Background: an optimization exercise with open tools, aiming at small area and a short achievable clock period. Do not read the settings as production practice. No functional check of the RTL was part of any run shown here. No activity file was given, so power comes from the tool's default toggle rates.

## flow/design.v (module list and top-level ports; edited modules follow where they fit)
// module rdy_gate: 3 lines
// module perceptron_ctrl: 31 lines
// module perceptron_dp: 1096 lines
// module booth_enc: 5 lines
// module oai22m: 3 lines
// module nor2m: 3 lines
// module or2m: 3 lines
// module xor2m: 3 lines
// module xnor2m: 3 lines
// module fa: 4 lines
// module ha: 4 lines
// module perceptron_top: 44 lines
module perceptron_top #(
    parameter WIDTH = 16
  ) (
    input clk,
    input reset,
    input      val_i,
    output     rdy_o,
    output     val_o,
    input      rdy_i,
    input  [1:0] W1W0b_en_i,
    input        b_i,
    input        W0_i,
    input        W1_i,
    input signed [WIDTH-1:0] X0_i,
    input signed [WIDTH-1:0] X1_i,
    output     Y_o
);
  // ...
==> flow/flow/run.sh <==
#!/bin/bash
# The standard layout (standard.sh, unchanged synthesis and steps), with
# the port buffers made of a plain buffer cell instead of the delay buffer
# that buffer_ports picks by default.  ORFS keeps each step's log under
# orfs/logs/; make's own output goes to make.log here.
set -euo pipefail
bash standard.sh BUFFER_PORTS_ARGS="-buffer_cell sky130_fd_sc_hd__buf_2" finish > make.log 2>&1
==> flow/standard.sh <==
#!/bin/bash
# synth_recipe.tcl (not shown) runs the flow's synth.tcl, then flattens the netlist and writes it again
# the make line also repeats each setting of config.mk as NAME=value (left out here)
make -C /OpenROAD-flow-scripts/flow DESIGN_CONFIG=/design/flow/config.mk WORK_HOME=/design/flow/orfs CLKGATE_MAP_FILE= SYNTH_SCRIPT=/design/flow/synth_recipe.tcl "${@:-finish}"
==> flow/config.mk <==
export PLATFORM = sky130hd
export DESIGN_NAME = perceptron_top
export DESIGN_NICKNAME = perceptron_top
export VERILOG_FILES = /design/flow/design.v
export SDC_FILE = /design/flow/constraint.sdc
export NUM_CORES = 4
export LEC_CHECK = 0
export CAP_MARGIN = 20
export CORE_MARGIN = 2
export CORE_UTILIZATION = 40
export SETUP_SLACK_MARGIN = 3.5
export SLEW_MARGIN = 20
export SYNTH_HIERARCHICAL = 1
export SYNTH_MINIMUM_KEEP_SIZE = 0
==> flow/constraint.sdc <==
create_clock -name core_clock -period 9.0 [get_ports {clk}]
set_input_delay 1.8000 -clock core_clock [delete_from_list [all_inputs] [get_ports {clk}]]
set_output_delay 1.8000 -clock core_clock [all_outputs]
set_load 0.01 [all_outputs]
==> flow_summary_export.csv, run 1 <==
group,metric,value,unit
status,outcome,"complete, no violations",
power_and_ir_drop,pwr-share-seq,25.5,%
floorplanning,ios,44,
floorplanning,die_h,196,um
critical_path,reg2reg_to,"dp.cs[23]",
yosys,synth_compound_area_share,15.8,%
drt,wire_per_inst,23.7,um
yosys,yosys-top-cells-area,"fa_1 33%, xnor2_1 16%, edfxtp_1 15%",
sta,fin_ws,3980,ps
layout,clkbuf_count,17,
yosys,synthCells,1365,
drt,wl_met2,18500,um
yosys,ys_ff_latch,125,
power_and_ir_drop,p_comb_share,52.2,%
power_and_ir_drop,powerDensity,203,mW/mm^2
yosys,synth_top_area_cell,"fa_1",
critical_path,rrSetupSlack,3980,ps
placed_design,place_congestion,0.926,
critical_path,crit_fanout,17,
sta,rsz0062_at_grt,"no",
yosys,async_flop_share,0,%
layout,multi_input_area_share,68.7,%
layout,finalNonFillerCells,1884,
floorplanning,floorplan.tapcells,468,
global_route,busiest_layer,"met1",
layout,layout_commonest_cell,"xnor2_1",
critical_path,worstPathCellList,"inv_1 -> xnor2_1 -> fa_1 -> fa_1 -> fa_1 -> fa_1 -> fa_1 -> fa_1 -> a31oi_1 -> nor2_1 -> maj3_1",
layout,nets,1707,
placed_design,portBuffers,43,
hold_path,worstHoldStart,"dp.w1[15]",
sta,drv_slew,0,
layout,buffer_area_share,1.48,%
global_route,grt_first_pass_wirelength,68800,um
yosys,synth-simple-area-share,6.16,%
layout,inverters_excl_clock,84,
placed_design,placed_area,0.0154,sq mm
global_route,grt_pass1_vias,11200,
layout,nonClockBufferCount,46,
==> run 2, diff against run 1 <==
--- a/flow/design.v
+++ b/flow/design.v
@@ -169,23 +169,23 @@
 wire c1033, s1034, c1035, s1036, c1037, s1038, c1039, s1040, c1041, s1042, c1043, s1044;
 wire c1045, s1046, c1047, s1048, c1049, s1050, c1051, s1052, c1053, s1054, c1055, s1056;
 wire c1057, s1058, c1059, s1060, c1061, s1062, c1063, s1064, c1065, s1066, c1067, s1068;
 wire c1069, s1070, c1071, s1072, c1073, s1074, c1075, s1076, c1077, s1078, c1079, s1080;
 wire c1081, s1082, c1083, s1084, c1085, s1086, c1087, s1088, c1089, g1090, q1091, g1092;
 wire q1093, G1094, g1095, q1096, G1097, g1098, q1099, G1100, g1101, q1102, G1103, g1104;
 wire q1105, g1106, q1107, G1108, P1109, g1110, q1111, G1112, g1113, q1114, G1115, P1116;
 wire g1117, q1118, G1119, g1120, q1121, G1122, g1123, q1124, G1125, P1126, g1127, q1128;
-wire G1129, g1130, q1131, G1132, P1133, g1134, q1135, g1136, q1137, G1138, P1139, g1140;
-wire q1141, G1142, g1143, q1144, g1145, q1146, G1147, P1148, g1149, q1150, G1151, P1152;
-wire g1153, q1154, g1155, q1156, G1157, P1158, g1159, q1160, g1161, q1162, G1163, P1164;
-wire g1165, q1166, g1167, q1168, g1169, q1170, g1171, q1172, g1173, q1174, g1175, q1176;
-wire g1177, q1178, g1179, q1180, G1181, G1182, P1183, G1184, P1185, G1186, P1187, G1188;
-wire P1189, G1190, P1191, G1192, P1193, G1194, G1195, P1196, G1197, P1198, G1199, G1200;
-wire P1201, G1202;
+wire G1129, g1130, q1131, G1132, P1133, g1134, q1135, g1136, q1137, g1138, q1139, g1140;
+wire q1141, g1142, q1143, g1144, q1145, g1146, q1147, g1148, q1149, g1150, q1151, g1152;
+wire q1153, g1154, q1155, g1156, q1157, g1158, q1159, g1160, q1161, g1162, q1163, g1164;
+wire q1165, g1166, q1167, g1168, q1169, G1170, G1171, P1172, G1173, P1174, G1175, P1176;
+wire G1177, P1178, G1179, P1180, G1181, P1182, G1183, P1184, G1185, P1186, G1187, P1188;
+wire G1189, G1190, P1191, G1192, P1193, G1194, P1195, G1196, P1197, G1198, G1199, P1200;
+wire G1201, G1202;
 nor2m u_sel1 (.a(wn0[0]), .b(onen0[0]), .y(sel1));
 xnor2m u_p2 (.a(sel1), .b(negn0[0]), .y(p2));
 oai22m u_sel3 (.a(wn0[1]), .b(onen0[0]), .c(wn0[0]), .d(twon0[0]), .y(sel3));
 xnor2m u_p4 (.a(sel3), .b(negn0[0]), .y(p4));
 oai22m u_sel5 (.a(wn0[2]), .b(onen0[0]), .c(wn0[1]), .d(twon0[0]), .y(sel5));
 xnor2m u_p6 (.a(sel5), .b(negn0[0]), .y(p6));
 oai22m u_sel7 (.a(wn0[3]), .b(onen0[0]), .c(wn0[2]), .d(twon0[0]), .y(sel7));
 xnor2m u_p8 (.a(sel7), .b(negn0[0]), .y(p8));
@@ -1046,91 +1046,91 @@
 assign P1126 = P1116 & q1124;
 assign g1127 = c625 & s644;
 assign q1128 = c625 | s644;
 assign G1129 = g1127 | (q1128 & G1122);
 assign g1130 = c1065 & s1072;
 assign q1131 = c1065 | s1072;
 assign G1132 = G1125 | (P1126 & g1130);
 assign P1133 = P1126 & q1131;
-assign g1134 = c1041 & s1052;
-assign q1135 = c1041 | s1052;
-assign g1136 = c1053 & s1064;
-assign q1137 = c1053 | s1064;
-assign G1138 = g1136 | (q1137 & g1134);
-assign P1139 = q1137 & q1135;
-assign g1140 = s662 & s664;
-assign q1141 = s662 | s664;
-assign G1142 = g1140 | (q1141 & G1129);
-assign g1143 = c665 & s688;
-assign q1144 = c665 | s688;
-assign g1145 = c689 & s712;
-assign q1146 = c689 | s712;
-assign G1147 = g1145 | (q1146 & g1143);
-assign P1148 = q1146 & q1144;
-assign g1149 = c1025 & s1040;
-assign q1150 = c1025 | s1040;
-assign G1151 = G1138 | (P1139 & g1149);
-assign P1152 = P1139 & q1150;
-assign g1153 = c989 & s1008;
-assign q1154 = c989 | s1008;
-assign g1155 = c1009 & s1024;
-assign q1156 = c1009 | s1024;
-assign G1157 = g1155 | (q1156 & g1153);
-assign P1158 = q1156 & q1154;
-assign g1159 = c713 & s740;
-assign q1160 = c713 | s740;
-assign g1161 = c741 & s768;
-assign q1162 = c741 | s768;
-assign G1163 = g1161 | (q1162 & g1159);
-assign P1164 = q1162 & q1160;
-reg [26:0] cs;
+reg [38:0] cs;
 always @ (posedge clk)
 begin
   if (en_egress == 1)
-    cs <= {P1133, G1132, P1152, G1151, P1158, G1157, s988, c969, s968, c945, s944, c921, s920, c893, s892, c865, s864, c833, s832, c801, s800, s798, P1164, G1163, P1148, G1147, G1142};
+    cs <= {P1133, G1132, s1064, c1053, s1052, c1041, s1040, c1025, s1024, c1009, s1008, c989, s988, c969, s968, c945, s944, c921, s920, c893, s892, c865, s864, c833, s832, c801, s800, s798, s768, c741, s740, c713, s712, c689, s688, c665, s664, s662, G1129};
 end
-assign g1165 = cs[5] & cs[6];
-assign q1166 = cs[5] | cs[6];
-assign g1167 = cs[7] & cs[8];
-assign q1168 = cs[7] | cs[8];
-assign g1169 = cs[9] & cs[10];
-assign q1170 = cs[9] | cs[10];
-assign g1171 = cs[11] & cs[12];
-assign q1172 = cs[11] | cs[12];
-assign g1173 = cs[13] & cs[14];
-assign q1174 = cs[13] | cs[14];
-assign g1175 = cs[15] & cs[16];
-assign q1176 = cs[15] | cs[16];
-assign g1177 = cs[17] & cs[18];
-assign q1178 = cs[17] | cs[18];
-assign g1179 = cs[19] & cs[20];
-assign q1180 = cs[19] | cs[20];
-assign G1181 = cs[1] | (cs[2] & cs[0]);
-assign G1182 = cs[23] | (cs[24] & cs[21]);
-assign P1183 = cs[24] & cs[22];
-assign G1184 = g1165 | (q1166 & cs[3]);
-assign P1185 = q1166 & cs[4];
-assign G1186 = g1169 | (q1170 & g1167);
-assign P1187 = q1170 & q1168;
-assign G1188 = g1173 | (q1174 & g1171);
-assign P1189 = q1174 & q1172;
-assign G1190 = g1177 | (q1178 & g1175);
-assign P1191 = q1178 & q1176;
-assign G1192 = G1182 | (P1183 & g1179);
-assign P1193 = P1183 & q1180;
-assign G1194 = G1184 | (P1185 & G1181);
-assign G1195 = G1188 | (P1189 & G1186);
-assign P1196 = P1189 & P1187;
-assign G1197 = G1192 | (P1193 & G1190);
-assign P1198 = P1193 & P1191;
-assign G1199 = G1195 | (P1196 & G1194);
-assign G1200 = cs[25] | (cs[26] & G1197);
-assign P1201 = cs[26] & P1198;
-assign G1202 = G1200 | (P1201 & G1199);
+assign g1134 = cs[1] & cs[2];
+assign q1135 = cs[1] | cs[2];
+assign g1136 = cs[3] & cs[4];
+assign q1137 = cs[3] | cs[4];
+assign g1138 = cs[5] & cs[6];
+assign q1139 = cs[5] | cs[6];
+assign g1140 = cs[7] & cs[8];
+assign q1141 = cs[7] | cs[8];
+assign g1142 = cs[9] & cs[10];
+assign q1143 = cs[9] | cs[10];
+assign g1144 = cs[11] & cs[12];
+assign q1145 = cs[11] | cs[12];
+assign g1146 = cs[13] & cs[14];
+assign q1147 = cs[13] | cs[14];
+assign g1148 = cs[15] & cs[16];
+assign q1149 = cs[15] | cs[16];
+assign g1150 = cs[17] & cs[18];
+assign q1151 = cs[17] | cs[18];
+assign g1152 = cs[19] & cs[20];
+assign q1153 = cs[19] | cs[20];
+assign g1154 = cs[21] & cs[22];
+assign q1155 = cs[21] | cs[22];
+assign g1156 = cs[23] & cs[24];
+assign q1157 = cs[23] | cs[24];
+assign g1158 = cs[25] & cs[26];
+assign q1159 = cs[25] | cs[26];
+assign g1160 = cs[27] & cs[28];
+assign q1161 = cs[27] | cs[28];
+assign g1162 = cs[29] & cs[30];
+assign q1163 = cs[29] | cs[30];
+assign g1164 = cs[31] & cs[32];
+assign q1165 = cs[31] | cs[32];
+assign g1166 = cs[33] & cs[34];
+assign q1167 = cs[33] | cs[34];
+assign g1168 = cs[35] & cs[36];
+assign q1169 = cs[35] | cs[36];
+assign G1170 = g1134 | (q1135 & cs[0]);
+assign G1171 = g1138 | (q1139 & g1136);
+assign P1172 = q1139 & q1137;
+assign G1173 = g1142 | (q1143 & g1140);
+assign P1174 = q1143 & q1141;
+assign G1175 = g1146 | (q1147 & g1144);
+assign P1176 = q1147 & q1145;
+assign G1177 = g1150 | (q1151 & g1148);
+assign P1178 = q1151 & q1149;
+assign G1179 = g1154 | (q1155 & g1152);
+assign P1180 = q1155 & q1153;
+assign G1181 = g1158 | (q1159 & g1156);
+assign P1182 = q1159 & q1157;
+assign G1183 = g1162 | (q1163 & g1160);
+assign P1184 = q1163 & q1161;
+assign G1185 = g1166 | (q1167 & g1164);
+assign P1186 = q1167 & q1165;
+assign G1187 = cs[37] | (cs[38] & g1168);
+assign P1188 = cs[38] & q1169;
+assign G1189 = G1171 | (P1172 & G1170);
+assign G1190 = G1175 | (P1176 & G1173);
+assign P1191 = P1176 & P1174;
+assign G1192 = G1179 | (P1180 & G1177);
+assign P1193 = P1180 & P1178;
+assign G1194 = G1183 | (P1184 & G1181);
+assign P1195 = P1184 & P1182;
+assign G1196 = G1187 | (P1188 & G1185);
+assign P1197 = P1188 & P1186;
+assign G1198 = G1190 | (P1191 & G1189);
+assign G1199 = G1194 | (P1195 & G1192);
+assign P1200 = P1195 & P1193;
+assign G1201 = G1199 | (P1200 & G1198);
+assign G1202 = G1196 | (P1197 & G1201);
 assign Y_o = ~(1'b1 ^ G1202);
 endmodule
 module booth_enc (input xh, input xm, input xl, output neg, output one, output two);
   assign neg = xh;
   assign one = xm ^ xl;
   assign two = (xh ^ xm) & ~(xm ^ xl);
 endmodule
 module oai22m (input a, input b, input c, input d, output y);
==> flow_summary_export.csv, run 2 <==
group,metric,value,unit
yosys,synth_cell_type_count,48,
sta,finClkSkew,16.1,ps
sta,finalCriticalPeriod,4860,ps
critical_path,crit_family,"adder cells",
yosys,async_flop_share,0,%
layout,diodes,0,
yosys,synth_common_cells,"265 x xnor2_1, 263 x o22ai_1, 240 x fa_1, 102 x nand2_1, 87 x edfxtp_1",
cts,cts_made_buffers,17,
placed_design,place_congestion,0.927,
floorplanning,die_area,0.0392,sq mm
yosys,yosys_warnings,8,
drt,dr_total_vias,11200,
sta,drv_slew,0,
yosys,synth_top_area_cell,"fa_1",
layout,largest_register_ffs,39,
power_and_ir_drop,powerDensity,190,mW/mm^2
status,outcome,"complete, no violations",
global_route,track_usage,23.4,%
floorplanning,core,0.0374,sq mm
drt,wire_per_inst,22.7,um
hold_path,hp-class,"flop to flop",
critical_path,crit_arrival,5040,ps
floorplanning,die_w,198,um
drt,dr.pass1.iters,7,
cts,cts_buffer_depth,2,
yosys,synth_flop_cell,"edfxtp_1",
layout,fin_area,0.0164,sq mm
yosys,synthCells,1372,
drt,drtIter0Drc,989,
cts,cts_resized,0,
critical_path,crit_path_top_delay_cell,"inv_1",
global_route,grt_pass1_vias,11500,
critical_path,startpoint_type,"flop",
power_and_ir_drop,vdd_drop_max,107,uV
yosys,syn_area_per_cell,11.0,sq um
placed_design,dpl.hpwl,32000,um
placed_design,placed_area,0.0158,sq mm
yosys,synth_top_area_share,31.9,%
critical_path,required,9180,ps
cts,htreeDepth,4,
layout,layout_commonest_cell,"xnor2_1",
sta,fmax,0.206,GHz
critical_path,path_class,"flop to flop",
cts,clk_pin_slew_worst_paths,70,ps
global_route,antenna_found_initial,0,
yosys,synth_edf_count,87,
yosys,yosysMostFrequentCell,"xnor2_1",
critical_path,worstPathCellList,"inv_1 -> xnor2_1 -> fa_1 -> fa_1 -> fa_1 -> fa_1 -> fa_1 -> fa_1 -> fa_1",
yosys,yosys-top-cells-area,"fa_1 32%, edfxtp_1 17%, xnor2_1 15%",
sta,finalSetupViolations,0,
sta,worst_pin_slew,1070,ps
floorplanning,initial_core_util,40.3,%
sta,setup_tns,0,ps
placed_design,portBuffers,43,
floorplanning,ios,44,
cts,clkSinkCount,137,
critical_path,max_stage_delay,760,ps
global_route,grt_first_pass_wirelength,69000,um
yosys,synth-seq-area-share,24.0,%
layout,syn2layout_area_growth,8.79,%
critical_path,crit_fanout,17,
layout,drive_above_1_share,7.37,%
cts,root_buffer,"clkbuf_16",
cts,cts_hold_buffers,0,
yosys,syn_area,0.0151,sq mm
floorplanning,num_rows,71,
run,maxCapViolCount,0,
sta,rsz0062_at_grt,"no",
floorplanning,die_h,198,um
drt,ant_nets,0,
power_and_ir_drop,p_leak,5.33,nW
drt,drt_wl_total,43900,um
cts,clock_latency,440,ps
global_route,grt-ovfl-total,0,
sta,slew_headroom,28.4,%
layout,nets,1716,
cts,post-cts-setup-buffer-count,0,
critical_path,critPathCaptureType,"flop",
drt,drc,0,
critical_path,worst-path-buf-inv,1,
layout,top_register,"dp.cs",
layout,fill_cells,3557,
power_and_ir_drop,total_power,0.00312,W
global_route,grt_max_degree,53,
critical_path,crit_top_cell,"fa_1",
drt,detail_route.vias_per_cell,5.80,
sta,hold_viol,0,
layout,utilization,43.8,%
yosys,ys_ff_latch,137,
cts,tritoncts,"yes",
sta,period_share,54.0,%
layout,final_cell_mix,"265 x xnor2_1, 263 x o22ai_1, 240 x fa_1",
## run 2: cell count changes in the layout (fill, tap and decap cells not counted), sizes merged, moves of 3 or more
| cell | change |
|---|---|
| clkinv | -6 |
| clkinvlp | +4 |
| edfxtp | +12 |
| nand3 | +3 |
| nand4 | -4 |
| nor2 | -3 |
| nor3 | +3 |
| o22a | -3 |
## run 2: final cells by class
class / instances / area (sq um) / area share (%)
multi-input cells: 1123 / 11000 / 67.0
repair buffers: 48 / 253 / 1.54
flip-flops and latches: 137 / 3610 / 22.1
well taps: 511 / 639 / 3.90
clock buffers: 19 / 443 / 2.70
clock inverters: 12 / 141 / 0.863
inverters: 85 / 319 / 1.95
## run 2: final timing paths
check / start / slack, ps / end / depth (start not counted)
max: dp.neg1[3] / 4140 / dp.cs[22] / 9
min: dp.b[15] / 450 / dp.b[15] / 2
max reg2reg: dp.neg1[3] / 4140 / dp.cs[22] / 9
min reg2reg: dp.b[15] / 450 / dp.b[15] / 2
## run 2: cell families (layout without fill, tap and decap cells)
logic type / Yosys count / after routing / synth area share (%)
xor+xnor: 297 / 297 / 17.3
simple gates: 190 / 190 / 5.86
mux: 1 / 1 / 0.0665
fa+ha+maj: 266 / 266 / 34.0
other cells: 1 / 6 / 0.0249
buf+inv: 117 / 164 / 3.36
flops: 137 / 137 / 24.0
compound gates: 363 / 363 / 15.4
## run 2: Yosys stat by module (local to each module, per instance), a selection
| module | cell area (sq um) | flip-flops and latches | times used |
|---|---|---|---|
| xnor2m | 8.76 | 0 | 265 |
| booth_enc | 38.8 | 0 | 16 |
| xor2m | 8.76 | 0 | 16 |
| perceptron_dp | 5020 | 135 | 1 |
| fa | 20.0 | 0 | 240 |
| nor2m | 3.75 | 0 | 16 |
| perceptron_ctrl | 109 | 2 | 1 |
| rdy_gate | 18.8 | 0 | 2 |
| ha | 12.5 | 0 | 23 |
| or2m | 6.26 | 0 | 9 |
| oai22m | 6.26 | 0 | 256 |
## run 2: report_power, final
| part | switching (W) | leakage (nW) | internal [W] |
|---|---|---|---|
| logic | 0.000778 | 3.80 | 0.000649 |
| registers | 0.0000552 | 1.25 | 0.000905 |
| clock network | 0.000311 | 0.275 | 0.000419 |
| total | 0.00114 | 5.33 | 0.00197 |
## run 2: per-stage QoR
stage | cells | hold slack (ps) | setup WS, ps
after floorplan | 1377 | 436 | 3510
after global placement | 1904 | 442 | 4200
after detailed placement | 1904 | 448 | 4190
after CTS | 1935 | 456 | 4170
after global routing | 1935 | 468 | 3960
final | 1935 | 453 | 4140
## run 2: per-layer routing
metal	global-route usage [%]	wire length, um	vias to the layer above
met1	33.8	19500	5636
met2	35.0	18900	597
met3	5.40	4490	80
met5	0	0	-
met4	7.21	982	0
li1	-	-	4917
## run 2: worst min-delay path, cell delays in order, from the launching register on
cell     delay, ps
dfxtp_1        310
nand2_1         50
a21oi_1         50
==> run 3, diff against run 2 <==
--- a/flow/config.mk
+++ b/flow/config.mk
@@ -8,7 +8,7 @@
 export CAP_MARGIN = 20
 export CORE_MARGIN = 2
 export CORE_UTILIZATION = 40
-export SETUP_SLACK_MARGIN = 3.5
+export SETUP_SLACK_MARGIN = 4.2
 export SLEW_MARGIN = 20
 export SYNTH_HIERARCHICAL = 1
 export SYNTH_MINIMUM_KEEP_SIZE = 0
==> flow_summary_export.csv, run 3 <==
group,metric,value,unit
power_and_ir_drop,p_comb_share,45.9,%
yosys,muxShareOfSynthArea,0.0665,%
layout,fill_cells,3548,
yosys,synth-adder-area-share,34.0,%
floorplanning,die_w,198,um
power_and_ir_drop,clkPwrFrac,23.6,%
drt,drt_wl_total,43900,um
drt,drtIter0Drc,947,
global_route,grt-ovfl-total,0,
floorplanning,core,0.0374,sq mm
critical_path,crit_path_top_delay_cell,"inv_1",
global_route,antenna_found_initial,0,
yosys,synth_top_family_by_area,"adder cells",
layout,top_register,"dp.cs",
yosys,synth_compound_area_share,15.4,%
cts,tritoncts,"yes",
sta,period_share,53.0,%
critical_path,startpoint_type,"flop",
yosys,yosysMostFrequentCell,"xnor2_1",
power_and_ir_drop,netSwitchingFraction,37.6,%
drt,drc,0,
yosys,synth-simple-area-share,5.86,%
yosys,syn_area,0.0151,sq mm
yosys,synth_cell_type_count,48,
yosys,yosys-top-cells-area,"fa_1 32%, edfxtp_1 17%, xnor2_1 15%",
placed_design,placed_area,0.0158,sq mm
sta,setup_tns,0,ps
drt,detail_route.vias_per_cell,5.77,
cts,cts_made_buffers,17,
floorplanning,initial_core_util,40.3,%
yosys,async_flop_share,0,%
power_and_ir_drop,total_power,0.00314,W
yosys,yosys_warnings,8,
layout,layout_commonest_cell,"xnor2_1",
hold_path,hp-class,"flop to flop",
layout,nets,1738,
yosys,synth_common_cells,"265 x xnor2_1, 263 x o22ai_1, 240 x fa_1, 102 x nand2_1, 87 x edfxtp_1",
floorplanning,die_h,198,um
sta,slew_headroom,33.7,%
sta,worst_pin_slew,994,ps
critical_path,path_class,"flop to flop",
critical_path,worstPathCellList,"inv_1 -> o22ai_1 -> xnor2_1 -> fa_1 -> fa_1 -> fa_1 -> fa_1 -> fa_1 -> fa_1 -> fa_1",
yosys,synth_top_area_share,31.9,%
power_and_ir_drop,power_switching,0.00118,W
sta,fmax,0.210,GHz
layout,drive_above_1_share,10.5,%
cts,htreeDepth,4,
global_route,grt_max_degree,53,
sta,rsz0062_at_grt,"yes",
yosys,syn_area_per_cell,11.0,sq um
critical_path,required,9180,ps
drt,ant_nets,0,
layout,syn2layout_area_growth,10.8,%
yosys,synth-seq-area-share,24.0,%
cts,clock_latency,440,ps
run,maxCapViolCount,0,
layout,regArea,0.00361,sq mm
sta,finalCriticalPeriod,4770,ps
cts,root_buffer,"clkbuf_16",
cts,clkSinkCount,137,
global_route,track_usage,23.5,%
placed_design,placedCellCount,1906,
floorplanning,ios,44,
drt,wire_per_inst,22.4,um
layout,diodes,0,
layout,multi_input_area,0.0110,sq mm
layout,final_cell_mix,"265 x xnor2_1, 263 x o22ai_1, 240 x fa_1",
power_and_ir_drop,vdd_drop_max,96.3,uV
critical_path,max_stage_delay,710,ps
sta,finalSetupViolations,0,
critical_path,critPathCaptureType,"flop",
layout,fin_area,0.0167,sq mm
global_route,grt_first_pass_wirelength,69200,um
sta,hold_viol,0,
placed_design,portBuffers,43,
yosys,synth_edf_count,87,
sta,drv_slew,0,
critical_path,crit_top_cell,"fa_1",
layout,finalNonFillerCells,1958,
critical_path,crit_arrival,4950,ps
cts,clk_pin_slew_worst_paths,70,ps
power_and_ir_drop,p_leak,5.35,nW
drt,dr.pass1.iters,5,
global_route,grt_pass1_vias,11600,
power_and_ir_drop,powerDensity,188,mW/mm^2
drt,dr_total_vias,11300,
yosys,synth_top_area_cell,"fa_1",
critical_path,crit_fanout,16,
sta,finClkSkew,12.6,ps
placed_design,dpl.hpwl,32200,um
layout,largest_register_ffs,39,
placed_design,place_congestion,0.926,
yosys,synth_xor_area_share,17.3,%
critical_path,crit_family,"adder cells",
cts,cts_buffer_depth,2,
power_and_ir_drop,p_int,0.00196,W
status,outcome,"complete, no violations",
yosys,ys_ff_latch,137,
power_and_ir_drop,pwr-share-seq,30.6,%
yosys,synth_flop_cell,"edfxtp_1",
floorplanning,die_area,0.0392,sq mm
yosys,synthCells,1372,
floorplanning,num_rows,71,
critical_path,worst-path-buf-inv,1,
-- run 3: worst reg2reg max path: stages, from the launching register on --
cell and delay [ps]:
dfxtp_1 320, inv_1 710, o22ai_1 200, xnor2_1 200, fa_1 420, fa_1 460
fa_1 490, fa_1 440, fa_1 460, fa_1 400, fa_1 430
-- run 3: area by class of cell --
| type | instances | area share (%) |
|---|---|---|
| Multi-Input combinational cell | 1123 | 65.8 |
| Sequential cell | 137 | 21.7 |
| Tap cell | 511 | 3.83 |
| Timing Repair Buffer | 69 | 2.69 |
| Clock buffer | 17 | 2.55 |
| Inverter | 85 | 2.41 |
| Clock inverter | 15 | 1.03 |
| Timing Repair inverter | 1 | 0.0300 |
-- run 3: Yosys stat by module, one instance, submodules excluded, excerpt --
module	cell area, sq um	copies in the design
or2m	6.26	9
ha	12.5	23
fa	20.0	240
oai22m	6.26	256
nor2m	3.75	16
rdy_gate	18.8	2
xor2m	8.76	16
-- run 3: through the flow --
stage / worst slack (ps) / hold WS (ps) / utilization (%)
finish: 4230 / 455 / 44.6
global route: 4190 / 478 / 44.6
CTS: 4240 / 456 / 43.9
detailed placement: 4190 / 447 / 42.3
global placement: 4270 / 444 / 42.3
floorplan: 4660 / 436 / -
-- run 3: layer usage --
metal	vias up	GRT usage (%)	routed length, um
met5	-	0	0
met4	0	5.46	626
met3	65	6.15	5170
met2	592	35.1	19400
met1	5665	34.1	18800
li1	4970	-	-
-- run 3: power by group through the flow --
| stage | clock network [W] | logic (W) | registers (W) |
|---|---|---|---|
| final | 0.000740 | 0.00144 | 0.000961 |
| after global routing | 0.000778 | 0.00170 | 0.000974 |
| after CTS | 0.000755 | 0.00146 | 0.000959 |
| after detailed placement | 0 | 0.00145 | 0.000973 |
| after global placement | 0 | 0.00141 | 0.000970 |
| after floorplan | 0 | 0.00105 | 0.000955 |
-- run 3: final timing paths --
| check | from | end | slack, ps | cells past startpoint |
|---|---|---|---|---|
| hold / removal | dp.b[15] | dp.b[15] | 460 | 2 |
| hold reg to reg | dp.b[15] | dp.b[15] | 460 | 2 |
| setup reg to reg | dp.w1[3] | dp.cs[22] | 4230 | 10 |
| setup / recovery | dp.w1[3] | dp.cs[22] | 4230 | 10 |
-- run 3: logic make-up after synthesis --
family,Yosys count
simple gates,190
mux,1
other cells,1
xor+xnor,297
flops,137
compound gates,363
fa+ha+maj,266
buf+inv,117
-- run 3: timing repair --
item / CTS / global route
hold buffers: 0 / 0
cloned: 0 / 1
setup endpoints to repair: 2 / 10
setup buffers: 0 / 19
resized for setup: 2 / 20

-- port drivers added, routing unchanged --
How much do the figures lean on ideal ports? The routed layouts below were timed once more, with nothing changed but the port constraints. Step 1 (the two cells are an assumption about what drives the block):
set clk [get_ports {clk}]
set_driving_cell -lib_cell sky130_fd_sc_hd__clkbuf_16 $clk
set_driving_cell -lib_cell sky130_fd_sc_hd__buf_2 [delete_from_list [all_inputs] $clk]
Step 2, shift: input delay + t, output delay - t, t = (earliest + latest rising clock arrival at the registers) / 2. This alone moves slack from input paths to output paths. a / b / c = ideal ports / drivers / drivers and shift; a / b = the first two.
run | shift t [ns] | setup slack, ns | worst setup path after step 2 | latest minus earliest clock arrival (ns)
run 1 | 0.493 | 3.979 / 3.979 / 3.979 | register to register | 0.026 / 0.026
run 2 | 0.487 | 4.139 / 4.139 / 4.139 | register to register | 0.017 / 0.016
run 3 | 0.488 | 4.229 / 4.229 / 4.229 | register to register | 0.013 / 0.013
After both steps setup and hold are still met in every run listed.
